This is an optimization exercise on Yosys and OpenROAD, whose aim is small area and a short achievable clock period, not a production implementation.
Function was checked by simulation only, so behaviour that the tests miss may differ from the original.
In every run shown here, the design's own scripts or RTL, not TritonCTS, make the clock network.
The clock input has no modelled driver; a real chip could not lean on it and would need a root buffer or a full tree.
Power and IR drop assume default switching activity.

`config.mk`:
```
export PLATFORM = sky130hd
export DESIGN_NAME = FP_MUL
export DESIGN_NICKNAME = FP_MUL
export VERILOG_FILES = /design/flow/design.v
export SDC_FILE = /design/flow/constraint.sdc
export NUM_CORES = 4
export LEC_CHECK = 0
export CAP_MARGIN = 20
export CORE_MARGIN = 2
export CORE_UTILIZATION = 40
export SLEW_MARGIN = 20
```
`design.v`:
```
`timescale 1ns/10ps
module FP_MUL(CLK, RESET, ENABLE, DATA_IN, DATA_OUT, READY);
input         CLK;
input         RESET;
input         ENABLE;
input   [7:0] DATA_IN;
output  [7:0] DATA_OUT;
output        READY;
reg     [7:0] DATA_OUT;
reg           READY;
reg     [6:0] t;
always @(posedge CLK) begin
	if (RESET || t == 7'd72)
		t <= 7'd0;
	else
		t <= t + 7'd1;
end
reg op;
always @(posedge CLK) begin
	if (t == 7'd16)
		op <= ENABLE;
end
reg    [51:0] A;
reg    [10:0] E;
reg           s;
reg    [39:0] B;
wire    [4:0] elo = {1'b0, E[3:0]} + {1'b0, DATA_OUT[7:4]} + 5'd1;
always @(posedge CLK) begin
	if (t == 7'd1) A[7:0]   <= DATA_IN;
	if (t == 7'd2) A[15:8]  <= DATA_IN;
	if (t == 7'd3) A[23:16] <= DATA_IN;
	if (t == 7'd4) A[31:24] <= DATA_IN;
	if (t == 7'd5) A[39:32] <= DATA_IN;
	if (t == 7'd6) A[47:40] <= DATA_IN;
	if (t == 7'd7) A[51:48] <= DATA_IN[3:0];
end
always @(posedge CLK) begin
	if (t == 7'd8)
		E[3:0] <= DATA_OUT[7:4];
	else if (t == 7'd16)
		E[3:0] <= elo[3:0];
	if (t == 7'd9)
		E[10:4] <= DATA_OUT[6:0];
	else if (t == 7'd17)
		E[10:4] <= E[10:4] + DATA_OUT[6:0] + {6'd0, rc} + 7'h40;
end
always @(posedge CLK) begin
	if (t == 7'd9)
		s <= DATA_OUT[7];
	else if (t == 7'd17)
		s <= s ^ DATA_OUT[7];
end
integer k, j;
always @(posedge CLK) begin
	B <= {2'b00, B[39:2]};
	for (k = 0; k < 7; k = k + 1)
		if (t == 7'd9 + k)
			for (j = 0; j < 8; j = j + 1)
				if (6*k + j < 40)
					B[6*k + j] <= DATA_IN[j];
	if (t == 7'd16)
		B[38] <= 1'b1;
	if (t < 7'd9 || t > 7'd35)
		B[1:0] <= 2'b00;
end
reg    [54:0] Sn;
reg    [26:0] Kn;
reg           cflag;
reg           rc;
wire          run = (t >= 7'd10) && (t <= 7'd62);
wire          b0  = B[0];
wire          b1  = B[1];
wire   [52:0] MA   = {1'b1, A};
wire   [55:0] pp0n = ~({56{b0}} & {3'd0, MA});
wire   [55:0] pp1n = ~({56{b1}} & {2'd0, MA, 1'b0});
wire   [55:0] Sxn  = {1'b1, Sn};
wire   [55:0] s1n;
wire   [55:0] c1n;
assign c1n[0]  = 1'b1;
assign s1n[0]  = ~(Sxn[0] ^ pp0n[0]);
assign c1n[1]  = Sxn[0] | pp0n[0];
assign s1n[53] = ~(Sxn[53] ^ pp1n[53]);
assign c1n[54] = Sxn[53] | pp1n[53];
assign s1n[54] = Sxn[54];
assign c1n[55] = 1'b1;
assign s1n[55] = 1'b1;
genvar i;
generate for (i = 1; i < 53; i = i + 1) begin : row
	FP_MUL_fa fa (.a(Sxn[i]), .b(pp0n[i]), .c(pp1n[i]), .s(s1n[i]), .co(c1n[i+1]));
end endgenerate
wire   [54:0] rn;
wire   [26:0] kn;       
wire   [27:0] hn;
assign rn[0] = ~(s1n[0] ^ Kn[0]);
assign hn[0] = s1n[0] | Kn[0];
assign rn[54] = ~(s1n[54] ^ c1n[54]);
genvar m;
generate for (m = 0; m < 27; m = m + 1) begin : pair
	if (m > 0) begin : l
		FP_MUL_fa lo (.a(s1n[2*m]), .b(c1n[2*m]), .c(Kn[m]), .s(rn[2*m]), .co(hn[m]));
	end
	FP_MUL_fa hi (.a(s1n[2*m+1]), .b(c1n[2*m+1]), .c(hn[m]), .s(rn[2*m+1]), .co(kn[m]));
end endgenerate
wire          out0 = ~rn[0];
wire          out1 = ~rn[1];
wire          ins1 = (t >= 7'd35) & out1;
wire          ins0 = (t >= 7'd36) & out0;
always @(posedge CLK) begin
	Kn <= kn;
	if (run)
		Sn <= {~ins1, ~ins0, rn[54:2]};
	else
		Sn <= {8'hff, Sn[54:8]};
end
wire   [54:0] S = ~Sn;
wire    [7:0] win = cflag ? S[9:2] : S[8:1];
wire    [7:0] X   = (t == 7'd70) ? {s, E[10:4]} :
                    (t == 7'd69) ? {E[3:0], win[3:0]} : win;
wire    [4:0] lo  = {1'b0, X[3:0]} + {4'd0, rc};
wire          c4  = (t == 7'd69) ? cflag : lo[4];
wire    [3:0] hi  = {1'b0, X[6:4]} + {3'd0, c4};
wire          b7  = (t == 7'd70) ? X[7] : X[7] ^ hi[3];
wire          c8  = X[7] & hi[3];
always @(posedge CLK) begin
	if (t == 7'd62)
		cflag <= out1;
end
always @(posedge CLK) begin
	if (t == 7'd16)
		rc <= elo[4];
	else if (t == 7'd62)
		rc <= out1 ? S[3] : S[2];
	else
		rc <= c8;
end
always @(posedge CLK) begin
	if (t == 7'd7 || t == 7'd8 || t == 7'd15 || t == 7'd16)
		DATA_OUT <= DATA_IN;
	else
		DATA_OUT <= {b7, hi[2:0], lo[3:0]};
end
always @(posedge CLK) begin
	if (RESET)
		READY <= 1'b0;
	else
		READY <= op && (t >= 7'd63) && (t <= 7'd70);
end
endmodule
module FP_MUL_fa(a, b, c, s, co);
input  a, b, c;
output s, co;
assign s  = a ^ b ^ c;
assign co = (a & b) | (a & c) | (b & c);
endmodule
```
`constraint.sdc`:
```
create_clock -name core_clock -period 12.5 [get_ports {CLK}]
set_input_delay 2.5000 -clock core_clock [delete_from_list [all_inputs] [get_ports {CLK}]]
set_output_delay 2.5000 -clock core_clock [all_outputs]
set_load 0.01 [all_outputs]
```
`standard.sh`:
```
#!/bin/bash
# synth_recipe.tcl (not shown) runs the flow's synth.tcl, then flattens the netlist and writes it again
# the make line also repeats each setting of config.mk as NAME=value (left out here)
make -C /OpenROAD-flow-scripts/flow DESIGN_CONFIG=/design/flow/config.mk WORK_HOME=/design/flow/orfs CLKGATE_MAP_FILE= SYNTH_SCRIPT=/design/flow/synth_recipe.tcl "${@:-finish}"
```
`flow/iso_out.tcl`:
```
# Isolate the output registers from their internal loads: each register that
# drives an output port buffer and other cells gets a small buffer for the
# other cells, so its own load is just the port buffer plus that buffer.
read_db $::env(CTS_ODB)
set block [ord::get_db_block]
set bufm [[ord::get_db] findMaster $::env(ISO_BUF)]
set n 0
foreach bt [$block getBTerms] {
  if {[$bt getIoType] ne "OUTPUT"} continue
  set pnet [$bt getNet]
  # the port buffer driving this port
  set pbuf ""
  foreach it [$pnet getITerms] { if {[$it isOutputSignal]} { set pbuf [$it getInst] } }
  if {$pbuf eq ""} continue
  set qnet [[$pbuf findITerm A] getNet]
  set reg ""
  foreach it [$qnet getITerms] { if {[$it isOutputSignal]} { set reg [$it getInst] } }
  if {$reg eq "" || ![string match "*df*" [[$reg getMaster] getName]]} continue
  set others {}
  foreach it [$qnet getITerms] {
    if {[$it isOutputSignal]} continue
    if {[$it getInst] eq $pbuf} continue
    lappend others $it
  }
  if {[llength $others] == 0} continue
  set name "iso_[$reg getId]"
  set b [odb::dbInst_create $block $bufm $name]
  set net [odb::dbNet_create $block "${name}_net"]
  [$b findITerm A] connect $qnet
  [$b findITerm X] connect $net
  foreach it $others { $it disconnect; $it connect $net }
  set loc [$reg getLocation]
  $b setLocation [lindex $loc 0] [lindex $loc 1]
  $b setPlacementStatus PLACED
  incr n
  puts "isolated [$reg getName]: [llength $others] loads moved behind $name"
}
puts "isolated $n output registers"
detailed_placement
check_placement
write_db $::env(CTS_ODB)
```
`flow/clock_tree.tcl`:
```
# Reshape the clock tree that CTS built, keeping every register the same
# number of buffers away from the clock port:
#  1. remove the middle level: each clock buffer that is fed by another buffer
#     and drives only clock buffers is taken out, its loads moved to its input net;
#  2. split the root: the leaf buffers are divided into NROOT groups by position,
#     and each group gets its own root buffer fed from the clock port, placed at
#     the group's centre (the clock port then drives NROOT cells).
read_db $::env(CTS_ODB)
set block [ord::get_db_block]
set nroot [expr {[info exists ::env(NROOT)] ? $::env(NROOT) : 4}]
proc is_clkbuf {inst} { string match "sky130_fd_sc_hd__clkbuf_*" [[$inst getMaster] getName] }

# CTS's dummy loads (clock cells whose output drives nothing) only add load
# to the clock nets: remove them.
foreach inst [$block getInsts] {
  if {![string match "sky130_fd_sc_hd__clk*" [[$inst getMaster] getName]]} continue
  set dangling 1
  set innet "NULL"
  foreach it [$inst getITerms] {
    if {[$it isOutputSignal] && [$it getNet] ne "NULL"} { set dangling 0 }
    if {[$it isInputSignal]} { set innet [$it getNet] }
  }
  if {$dangling && $innet ne "NULL"} {
    puts "removed dummy load [$inst getName]"
    foreach it [$inst getITerms] { if {[$it getNet] ne "NULL"} { $it disconnect } }
    odb::dbInst_destroy $inst
  }
}

set changed 1
while {$changed} {
  set changed 0
  foreach inst [$block getInsts] {
    if {![is_clkbuf $inst]} continue
    set in [$inst findITerm A]
    set out [$inst findITerm X]
    set innet [$in getNet]
    set outnet [$out getNet]
    if {$innet eq "NULL" || $outnet eq "NULL"} continue
    if {[llength [$innet getBTerms]] > 0} continue
    set drv ""
    foreach it [$innet getITerms] { if {[$it isOutputSignal]} { set drv [$it getInst] } }
    if {$drv eq "" || ![is_clkbuf $drv]} continue
    set ok 1
    set loads {}
    foreach it [$outnet getITerms] {
      if {[$it isOutputSignal]} continue
      if {![is_clkbuf [$it getInst]]} { set ok 0; break }
      lappend loads $it
    }
    if {!$ok || [llength $loads] == 0} continue
    foreach it $loads { $it disconnect; $it connect $innet }
    $in disconnect
    $out disconnect
    puts "removed [$inst getName] ([llength $loads] loads moved to [$innet getName])"
    odb::dbInst_destroy $inst
    odb::dbNet_destroy $outnet
    set changed 1
    break
  }
}

# the root: the clock buffer on the clock port's net
set clknet [$block findNet CLK]
set root ""
foreach it [$clknet getITerms] { if {[is_clkbuf [$it getInst]]} { set root [$it getInst] } }
set rootnet [[$root findITerm X] getNet]
set leaves {}
foreach it [$rootnet getITerms] { if {![$it isOutputSignal]} { lappend leaves $it } }
puts "root [$root getName] drives [llength $leaves] leaf buffers"

# order the leaves by angle around their centre and cut into nroot groups
set cx 0; set cy 0
foreach it $leaves { set b [[$it getInst] getBBox]; set cx [expr {$cx + ([$b xMin]+[$b xMax])/2.0}]; set cy [expr {$cy + ([$b yMin]+[$b yMax])/2.0}] }
set n [llength $leaves]
set cx [expr {$cx / $n}]; set cy [expr {$cy / $n}]
set keyed {}
foreach it $leaves {
  set b [[$it getInst] getBBox]
  set x [expr {([$b xMin]+[$b xMax])/2.0}]; set y [expr {([$b yMin]+[$b yMax])/2.0}]
  lappend keyed [list [expr {atan2($y-$cy, $x-$cx)}] $it $x $y]
}
set keyed [lsort -real -index 0 $keyed]
if {$nroot > $n} { set nroot $n }
set master [$root getMaster]
for {set g 0} {$g < $nroot} {incr g} {
  set lo [expr {($g * $n) / $nroot}]
  set hi [expr {(($g + 1) * $n) / $nroot}]
  set grp [lrange $keyed $lo [expr {$hi - 1}]]
  set gx 0; set gy 0
  foreach e $grp { set gx [expr {$gx + [lindex $e 2]}]; set gy [expr {$gy + [lindex $e 3]}] }
  set gx [expr {int($gx / [llength $grp])}]; set gy [expr {int($gy / [llength $grp])}]
  if {$g == 0} {
    set buf $root
  } else {
    set buf [odb::dbInst_create $block $master "clkroot_$g"]
    set net [odb::dbNet_create $block "clknet_root_$g"]
    $net setSigType CLOCK
    [$buf findITerm A] connect $clknet
    [$buf findITerm X] connect $net
    foreach e $grp { set it [lindex $e 1]; $it disconnect; $it connect $net }
  }
  $buf setLocation $gx $gy
  $buf setPlacementStatus PLACED
  puts "root $g: [$buf getName] drives [llength $grp] leaves at $gx $gy"
}
# 3. optionally replace the two levels of buffers by two levels of inverters
#    (an even number of inversions, so every register still sees the clock's rising edge)
if {[info exists ::env(ROOT_INV)]} {
  set db [ord::get_db]
  set rootinv [$db findMaster $::env(ROOT_INV)]
  set leafinv [$db findMaster $::env(LEAF_INV)]
  set roots {}
  foreach it [$clknet getITerms] { lappend roots [$it getInst] }
  set todo {}
  foreach r $roots {
    lappend todo [list $r $rootinv]
    foreach it [[[$r findITerm X] getNet] getITerms] {
      if {![$it isOutputSignal] && [is_clkbuf [$it getInst]]} { lappend todo [list [$it getInst] $leafinv] }
    }
  }
  foreach e $todo {
    set old [lindex $e 0]
    set m [lindex $e 1]
    set name [$old getName]
    set a [[$old findITerm A] getNet]
    set x [[$old findITerm X] getNet]
    set loc [$old getLocation]
    [$old findITerm A] disconnect
    [$old findITerm X] disconnect
    odb::dbInst_destroy $old
    set new [odb::dbInst_create $block $m $name]
    [$new findITerm A] connect $a
    [$new findITerm Y] connect $x
    $new setLocation [lindex $loc 0] [lindex $loc 1]
    $new setPlacementStatus PLACED
  }
  puts "replaced [llength $todo] clock buffers by inverters"
}
detailed_placement
check_placement
write_db $::env(CTS_ODB)
```
`flow/run.sh`:
```
#!/bin/bash
# Standard ORFS layout (the standard.sh) with these changes:
#  - port buffers use buf_2 instead of the default pick (a slow delay cell);
#  - the design is synthesized module by module (SYNTH_HIERARCHICAL=1, then
#    flattened by synth_recipe.tcl) so each FP_MUL_fa instance maps to one fa cell;
#  - after CTS, clock_tree.tcl removes the clock tree's middle level and splits
#    its root into four buffers fed by the clock port, so the clock reaches every
#    register through two buffers (the same number for all registers); the two
#    levels of buffers are then replaced by two levels of clock inverters, which
#    are faster (an even number of inversions: registers still see the rising edge);
#  - ABC_AREA=1 for the top-level logic;
#  - iso_out.tcl puts a small buffer between each output register and its
#    internal loads, so the register drives little more than its port buffer.
# Each tool's output goes to a log file in this folder; ORFS keeps its step logs in orfs/logs.
set -euo pipefail
VARS=("BUFFER_PORTS_ARGS=-buffer_cell sky130_fd_sc_hd__buf_2"
      SETUP_SLACK_MARGIN=9.3 SYNTH_HIERARCHICAL=1 ABC_AREA=1 CTS_CLUSTER_SIZE=30 CTS_CLUSTER_DIAMETER=100)
bash standard.sh "${VARS[@]}" cts > make_cts.log 2>&1
R=orfs/results/sky130hd/FP_MUL/base
ROOT_INV=sky130_fd_sc_hd__clkinv_8 LEAF_INV=sky130_fd_sc_hd__clkinv_8 CTS_ODB=$R/4_cts.odb openroad -no_init -exit flow/clock_tree.tcl > clock_tree.log 2>&1
ISO_BUF=sky130_fd_sc_hd__buf_2 CTS_ODB=$R/4_cts.odb openroad -no_init -exit flow/iso_out.tcl > iso_out.log 2>&1
bash standard.sh "${VARS[@]}" finish > make_finish.log 2>&1
```
==> results of run 1 <==
==> metrics by stage <==
| stage | instances | hold slack (ns) | cell area, sq um | setup WS, ns |
|---|---|---|---|---|
| 3_3_place_gp | 1315 | 0.411 | 10500 | 9.19 |
| 6_report | 1345 | 0.424 | 10900 | 9.31 |
| 3_5_place_dp | 1315 | 0.416 | 10500 | 9.20 |
| 2_1_floorplan | 997 | 0.406 | 10100 | 9.53 |
| 4_1_cts | 1340 | 0.427 | 11000 | 9.01 |
| 5_1_grt | 1345 | 0.439 | 10900 | 9.29 |
==> registers in the layout, summed over array words and instances, names as in the netlist <==
signal    flops
Sn           55
A            52
B            40
Kn           27
E            11
DATA_OUT      8
t             7
READY         1
cflag         1
op            1
rc            1
s             1
==> cell families after synthesis <==
kind of cell	after synthesis	share of synthesized area, %
fa+ha+maj	134	24.6
simple gates	441	17.4
compound gates	106	5.68
buf+inv	101	4.34
mux	1	0.111
xor+xnor	9	0.779
flops	205	47.1
==> layout by cell type, fill, tap and decap left out, drive strengths merged <==
cell type	instances
buf	38
a21oi	18
clkinv	12
bufinv	1
o211ai	12
fa	108
o21ai	68
nand4	3
xnor2	6
o22ai	3
or2	6
nor3b	2
mux2	1
nor2	41
xor2	3
a31oi	2
a211oi	1
dfxtp	139
nand3	21
a21o	1
inv	68
edfxtp	66
ha	26
o21a	1
nand2	361
nor3	7
==> power by group through the flow <==
| stage | Clock [W] | Combinational [W] | Sequential [W] |
|---|---|---|---|
| after detailed placement | 0 | 0.0000372 | 0.000720 |
| after floorplan | 0 | 0.0000220 | 0.000717 |
| after CTS | 0.000439 | 0.0000395 | 0.000704 |
| after global placement | 0 | 0.0000366 | 0.000720 |
| final | 0.000305 | 0.0000397 | 0.000704 |
| after global routing | 0.000337 | 0.0000449 | 0.000706 |
==> modules after synthesis (local to each module, per instance) <==
module / area (sq um) / flops+latches / times used / cells inside
FP_MUL: 8020 / 205 / 1 / 892
FP_MUL_fa: 20.0 / 0 / 105 / 1
==> layout make-up <==
cell class / count / area (sq um)
Multi-Input combinational cell: 691 / 4920
Buffer: 8 / 40.0
Clock inverter: 2 / 46.3
Inverter: 79 / 449
Sequential cell: 205 / 4790
Fill cell: 2407 / 14200
Tap cell: 330 / 413
Timing Repair Buffer: 30 / 228
==> layer usage <==
layer	vias up	track usage, %	part of all wire, %
met4	0	4.26	1.9
met5	-	0	0
li1	3204	-	-
met2	125	29.0	47
met3	26	2.51	3.7
met1	3178	25.7	48
==> worst max path at each step <==
| stage | start | endpoint | cells past startpoint |
|---|---|---|---|
| global route | t[4]$_SDFF_PP0_ | rc$_DFF_P_ | 16 |
| detailed placement | DATA_IN[7] | B[7]$_DFF_P_ | 5 |
| global placement | DATA_IN[7] | B[7]$_DFF_P_ | 5 |
| floorplan | RESET | t[5]$_SDFF_PP0_ | 5 |
| CTS | DATA_OUT[4]$_DFF_P_ | DATA_OUT[4] | 1 |
| finish | DATA_OUT[4]$_DFF_P_ | DATA_OUT[4] | 1 |
==> repair_timing <==
action,in CTS,in global routing
setup buffers,8,0
gates resized for setup,21,3
endpoints found under the setup margin,9,2
endpoints found under the hold margin,0,0
==> reports/results.ini, run 1 <==
[worst_setup_path]
crit_chain = buf_6
crit_path_max_incr_delay_ns = 0.39
required_ns = 10.00
rr_startpoint = t[0]$_SDFF_PP0_
end_kind = output pin
critPathBufInv = 1
crit_fanout = 2
timing.rr.end = DATA_OUT[2]$_DFF_P_
reg2regPathDepth = 7
criticalPathCategory = reg -> out
crit_family = flip-flops
cp.arrival_ns = 0.69
regToRegSetupSlack_ns = 9.51
worstSetupStartpointType = flip-flop
slowest_stage = dfxtp_4

[routing]
num_vias = 6533
dr.pass1.iters = 4
wl_per_cell_um = 16.5
via_per_inst = 4.86
final_antenna_net_count = 0
drt_iter0_markers = 489
remaining_drc_errors = 0
drt_wl_total_um = 22100

[power]
pwr_density_cell_nw_per_um2 = 96.3
p_switching_w = 0.000270
pwr-share-seq_pct = 67.2
p_leak_nw = 3.69
peakVddDrop_mv = 0.0670
p_int_w = 0.000778
pwr-share-comb_pct = 3.8
switching_share_pct = 25.8
total_power_w = 0.00105
pwr-share-clk_pct = 29.1

[layout]
drive_above_1_share_pct = 8.28
diodes = 0
final_nets = 1160
area_growth_pct = 7.59
final_util_pct = 43.5

[sta]
skew_ns = 0.0395
slew_headroom_pct = 33.7
finalSetupTns_ns = 0
fmax_ghz = 0.313
maxSlewViolCount = 0
fin_crit_sh_pct = 25.5
worst_slew_pin_slew_ns = 0.994
min_period_ns = 3.19
setup-violations-final = 0
hold_viol_final = 0
rsz0062_at_grt = no

[worst_hold_path]
whs_endpoint = B[0]$_SDFF_PP0_
worstHoldStart = B[2]$_DFF_P_
hold_depth = 2
min_path_type = reg -> reg

[clock_tree]
clkTransAtPathRegs_ns = 0.12
worstSkewPairLatency_ns = 0.18
clock-sinks = 205
holdBufCountCts = 0

[synth]
synth_top_area_cell = dfxtp_1
synth_area_leaders = dfxtp_1 (28%), fa_1 (21%), edfxtp_1 (20%)
synth.distinct_cells = 36
synth.most_common_cell = nand2_1
ys_top_cells_by_count = nand2_1 (359), dfxtp_1 (139), fa_1 (108), edfxtp_1 (66), inv_1 (60)
synth_edf_count = 66
yosysSeqAreaShare_pct = 47.1
yosys_warnings = 7
syn_nets = 1142
ys.flop_type = dfxtp_1
synth.avg_cell_area_sq_um = 10.1
synthesis.area_sq_um = 10100
synth_top_area_share_pct = 27.5
synthCells = 997
async_flop_share_pct = 0
ys_seq_elements = 205

[global_route]
grt_max_degree = 54
grt_pass1_wl_um = 36800
grt_usage_pct = 18.0
antenna_found_initial = 0
overflow = 0
grt_pass1_vias = 6792

[die]
dieWidth_um = 163
ioPinCount = 20
die_area_sq_um = 26600
die_h_um = 163
rows = 58
start_util_pct = 40.4
core-area_sq_um = 25000

[job]
maxCapViolCount = 0

[placed_design]
gp_congestion = 0.848
hpwl_um = 15600
io_buffers = 19

[status]
status = complete, no violations

==> run 2, diff against run 1 <==
--- a/flow/run.sh
+++ b/flow/run.sh
@@ -13,7 +13,7 @@
 #    internal loads, so the register drives little more than its port buffer.
 # Each tool's output goes to a log file in this folder; ORFS keeps its step logs in orfs/logs.
 set -euo pipefail
-VARS=("BUFFER_PORTS_ARGS=-buffer_cell sky130_fd_sc_hd__buf_2"
+VARS=("BUFFER_PORTS_ARGS=-buffer_cell sky130_fd_sc_hd__buf_6"
       SETUP_SLACK_MARGIN=9.3 SYNTH_HIERARCHICAL=1 ABC_AREA=1 CTS_CLUSTER_SIZE=30 CTS_CLUSTER_DIAMETER=100)
 bash standard.sh "${VARS[@]}" cts > make_cts.log 2>&1
 R=orfs/results/sky130hd/FP_MUL/base
--- a/flow/iso_out.tcl
+++ b/flow/iso_out.tcl
@@ -29,7 +29,10 @@
   [$b findITerm A] connect $qnet
   [$b findITerm X] connect $net
   foreach it $others { $it disconnect; $it connect $net }
-  set loc [$reg getLocation]
+  # the register goes next to its port buffer; the new buffer beside it
+  set loc [$pbuf getLocation]
+  $reg setLocation [lindex $loc 0] [lindex $loc 1]
+  $reg setPlacementStatus PLACED
   $b setLocation [lindex $loc 0] [lindex $loc 1]
   $b setPlacementStatus PLACED
   incr n
==> reports/results.ini, run 2 <==
[worst_setup_path]
cp.arrival_ns = 0.68
end_kind = output pin
crit_fanout = 1
crit_family = flip-flops
slowest_stage = dfxtp_4
crit_chain = buf_6
required_ns = 10.00
crit_path_max_incr_delay_ns = 0.38
critPathBufInv = 1
worstSetupStartpointType = flip-flop
criticalPathCategory = reg -> out

[synth]
yosysSeqAreaShare_pct = 47.1
ys.flop_type = dfxtp_1
synth_top_area_share_pct = 27.5
synth.avg_cell_area_sq_um = 10.1
synthesis.area_sq_um = 10100
synth.distinct_cells = 36
ys_top_cells_by_count = nand2_1 (359), dfxtp_1 (139), fa_1 (108), edfxtp_1 (66), inv_1 (60)
synth_top_area_cell = dfxtp_1
synth_edf_count = 66
synth.most_common_cell = nand2_1
async_flop_share_pct = 0
syn_nets = 1142
yosys_warnings = 7
synthCells = 997
synth_area_leaders = dfxtp_1 (28%), fa_1 (21%), edfxtp_1 (20%)
ys_seq_elements = 205

[global_route]
grt_usage_pct = 17.7
overflow = 0
antenna_found_initial = 0
grt_max_degree = 54
grt_pass1_vias = 6621
grt_pass1_wl_um = 36300

[worst_hold_path]
min_path_type = reg -> reg

[placed_design]
dp.cells = 1317
gp_congestion = 0.837
hpwl_um = 15400
post_dp_cell_area_sq_um = 10600
io_buffers = 19

[sta]
worst_slew_pin_slew_ns = 0.995
slew_headroom_pct = 33.4
setup-violations-final = 0
finalSetupTns_ns = 0
fmax_ghz = 0.314
hold_slack_ns = 0.441
skew_ns = 0.0419
min_period_ns = 3.18
hold_viol_final = 0
rsz0062_at_grt = yes
maxSlewViolCount = 0
fin_crit_sh_pct = 25.5

[die]
core-area_sq_um = 25000
dieWidth_um = 163
rows = 58
start_util_pct = 40.4
die_h_um = 163
die_area_sq_um = 26600
ioPinCount = 20

[layout]
largest_reg_flops = 55
drive_above_1_share_pct = 8.64
largest_register = Sn
mostFrequentLayoutCells = nand2_1 (358), dfxtp_1 (126), fa_1 (108), edfxtp_1 (66), inv_1 (60)
top_regs = Sn x55, A x52, B x40
design_area_sq_um = 11000
finalNonFillerCells = 1349
final_nets = 1164
fillerInstances = 2435
final_common_cell = nand2_1
area_growth_pct = 8.38
diodes = 0

[routing]
drt_wl_total_um = 22300
drt_iter0_markers = 458
remaining_drc_errors = 0
wl_per_cell_um = 16.5
num_vias = 6567
final_antenna_net_count = 0
via_per_inst = 4.87
dr.pass1.iters = 5

[clock_tree]
worstSkewPairLatency_ns = 0.18
holdBufCountCts = 0
clkTransAtPathRegs_ns = 0.12
clock-sinks = 205

[power]
pwr_density_cell_nw_per_um2 = 94.9
pwr-share-clk_pct = 28.3
switching_share_pct = 26.8
p_switching_w = 0.000279
p_leak_nw = 3.72
pwr-share-comb_pct = 4.1
pwr-share-seq_pct = 67.6
p_int_w = 0.000761
peakVddDrop_mv = 0.0531

[status]
status = complete, no violations

[job]
maxCapViolCount = 0

-- run 2: cell counts after synthesis --
No cell type changed its count.
-- run 2: metrics by stage --
| stage | util (%) | worst slack, ns | total power (W) |
|---|---|---|---|
| floorplan | - | 9.53 | 0.000739 |
| global placement | 42.3 | 9.32 | 0.000760 |
| detailed placement | 42.3 | 9.31 | 0.000760 |
| CTS | 44.0 | 9.01 | 0.00116 |
| global route | 43.8 | 9.30 | 0.00108 |
| finish | 43.8 | 9.32 | 0.00104 |
-- run 2: routing by layer --
layer / GRT usage (%) / vias up / wire, um
met3: 2.54 / 20 / 781
met2: 29.1 / 101 / 10700
li1: - / 3210 / -
met1: 25.3 / 3236 / 10600
met4: 3.38 / 0 / 250
met5: 0 / - / 0
-- run 2: kinds of logic after synthesis --
family,share of synthesized area (%)
AND/OR/NAND/NOR,17.4
multiplexers,0.111
AO/OA/AOI/OAI,5.68
XOR/XNOR,0.779
buffers and inverters,4.34
adder cells (fa/ha/maj),24.6
flip-flops,47.1
-- run 2: worst min-delay path, delay by kind of cell, from the launching register on --
kind               cells  cell delay, ns
AOI/OAI and AO/OA      1            0.05
DFF                    1            0.33
and+or+nand+nor        1            0.04
-- run 2: layout make-up --
cell class | instances | area, sq um | share of cell area, %
Clock inverter | 2 | 27.5 | 0.251
Timing Repair Buffer | 34 | 327 | 2.98
Buffer | 8 | 40.0 | 0.365
Multi-Input combinational cell | 691 | 4920 | 44.8
Sequential cell | 205 | 4790 | 43.7
Tap cell | 330 | 413 | 3.77
Inverter | 79 | 449 | 4.10
-- run 2: power groups by stage --
stage	logic (W)	clock network (W)	registers (W)
final	0.0000428	0.000294	0.000704
after global routing	0.0000477	0.000326	0.000705
after CTS	0.0000422	0.000410	0.000704
after detailed placement	0.0000408	0	0.000720
after global placement	0.0000404	0	0.000720
after floorplan	0.0000220	0	0.000717
-- run 2: repair_timing --
item	CTS	global route
buffers inserted	7	3
endpoints found under the setup margin	9	3
cloned	0	0
pin swaps	0	1
gates resized for setup	14	3
-- run 2: worst paths after layout --
check	startpoint	endpoint	slack [ns]	cells past startpoint
max	READY$_SDFF_PP0_	READY	9.32	1
min	B[17]$_DFF_P_	B[15]$_DFF_P_	0.44	2
max reg2reg	t[4]$_SDFF_PP0_	DATA_OUT[7]$_DFF_P_	9.67	18
min reg2reg	B[17]$_DFF_P_	B[15]$_DFF_P_	0.44	2
-- run 2: per-module statistics from Yosys (local to each module, per instance) --
module     flip-flops and latches  copies in the design  cells  area [sq um]
FP_MUL                        205                     1    892          8020
FP_MUL_fa                       0                   105      1          20.0

afterwards: timing with drivers on the ports:
The results above use ideal ports. As a check the final layouts listed here were re-extracted and re-timed, cells and wires unchanged. Step 1 sets driving cells, clkbuf_16 on the clock port and buf_2 on the other inputs (assumed; they add their load-dependent delay and slew). Step 2 adds t to the input delays and takes it off the output delays; t is the mean of the earliest and latest rising clock arrival at the registers after step 1. Input paths then give back, and output paths get back, about the clock's delay inside the block. Three values: ideal ports, drivers, drivers and shift; two values: the first two.
run | t, ns | setup WS [ns] | worst setup path after step 2 | latest minus earliest clock arrival (ns)
run 1 | 0.311 | 9.310 / 9.160 / 9.183 | input to register | 0.040 / 0.040
run 2 | 0.308 | 9.317 / 9.168 / 9.258 | input to register | 0.042 / 0.043
After both steps setup and hold are still met in every run listed. For run 1, which loses most, drivers alone change the setup slack by -0.150 ns; drivers and shift together by -0.127 ns.
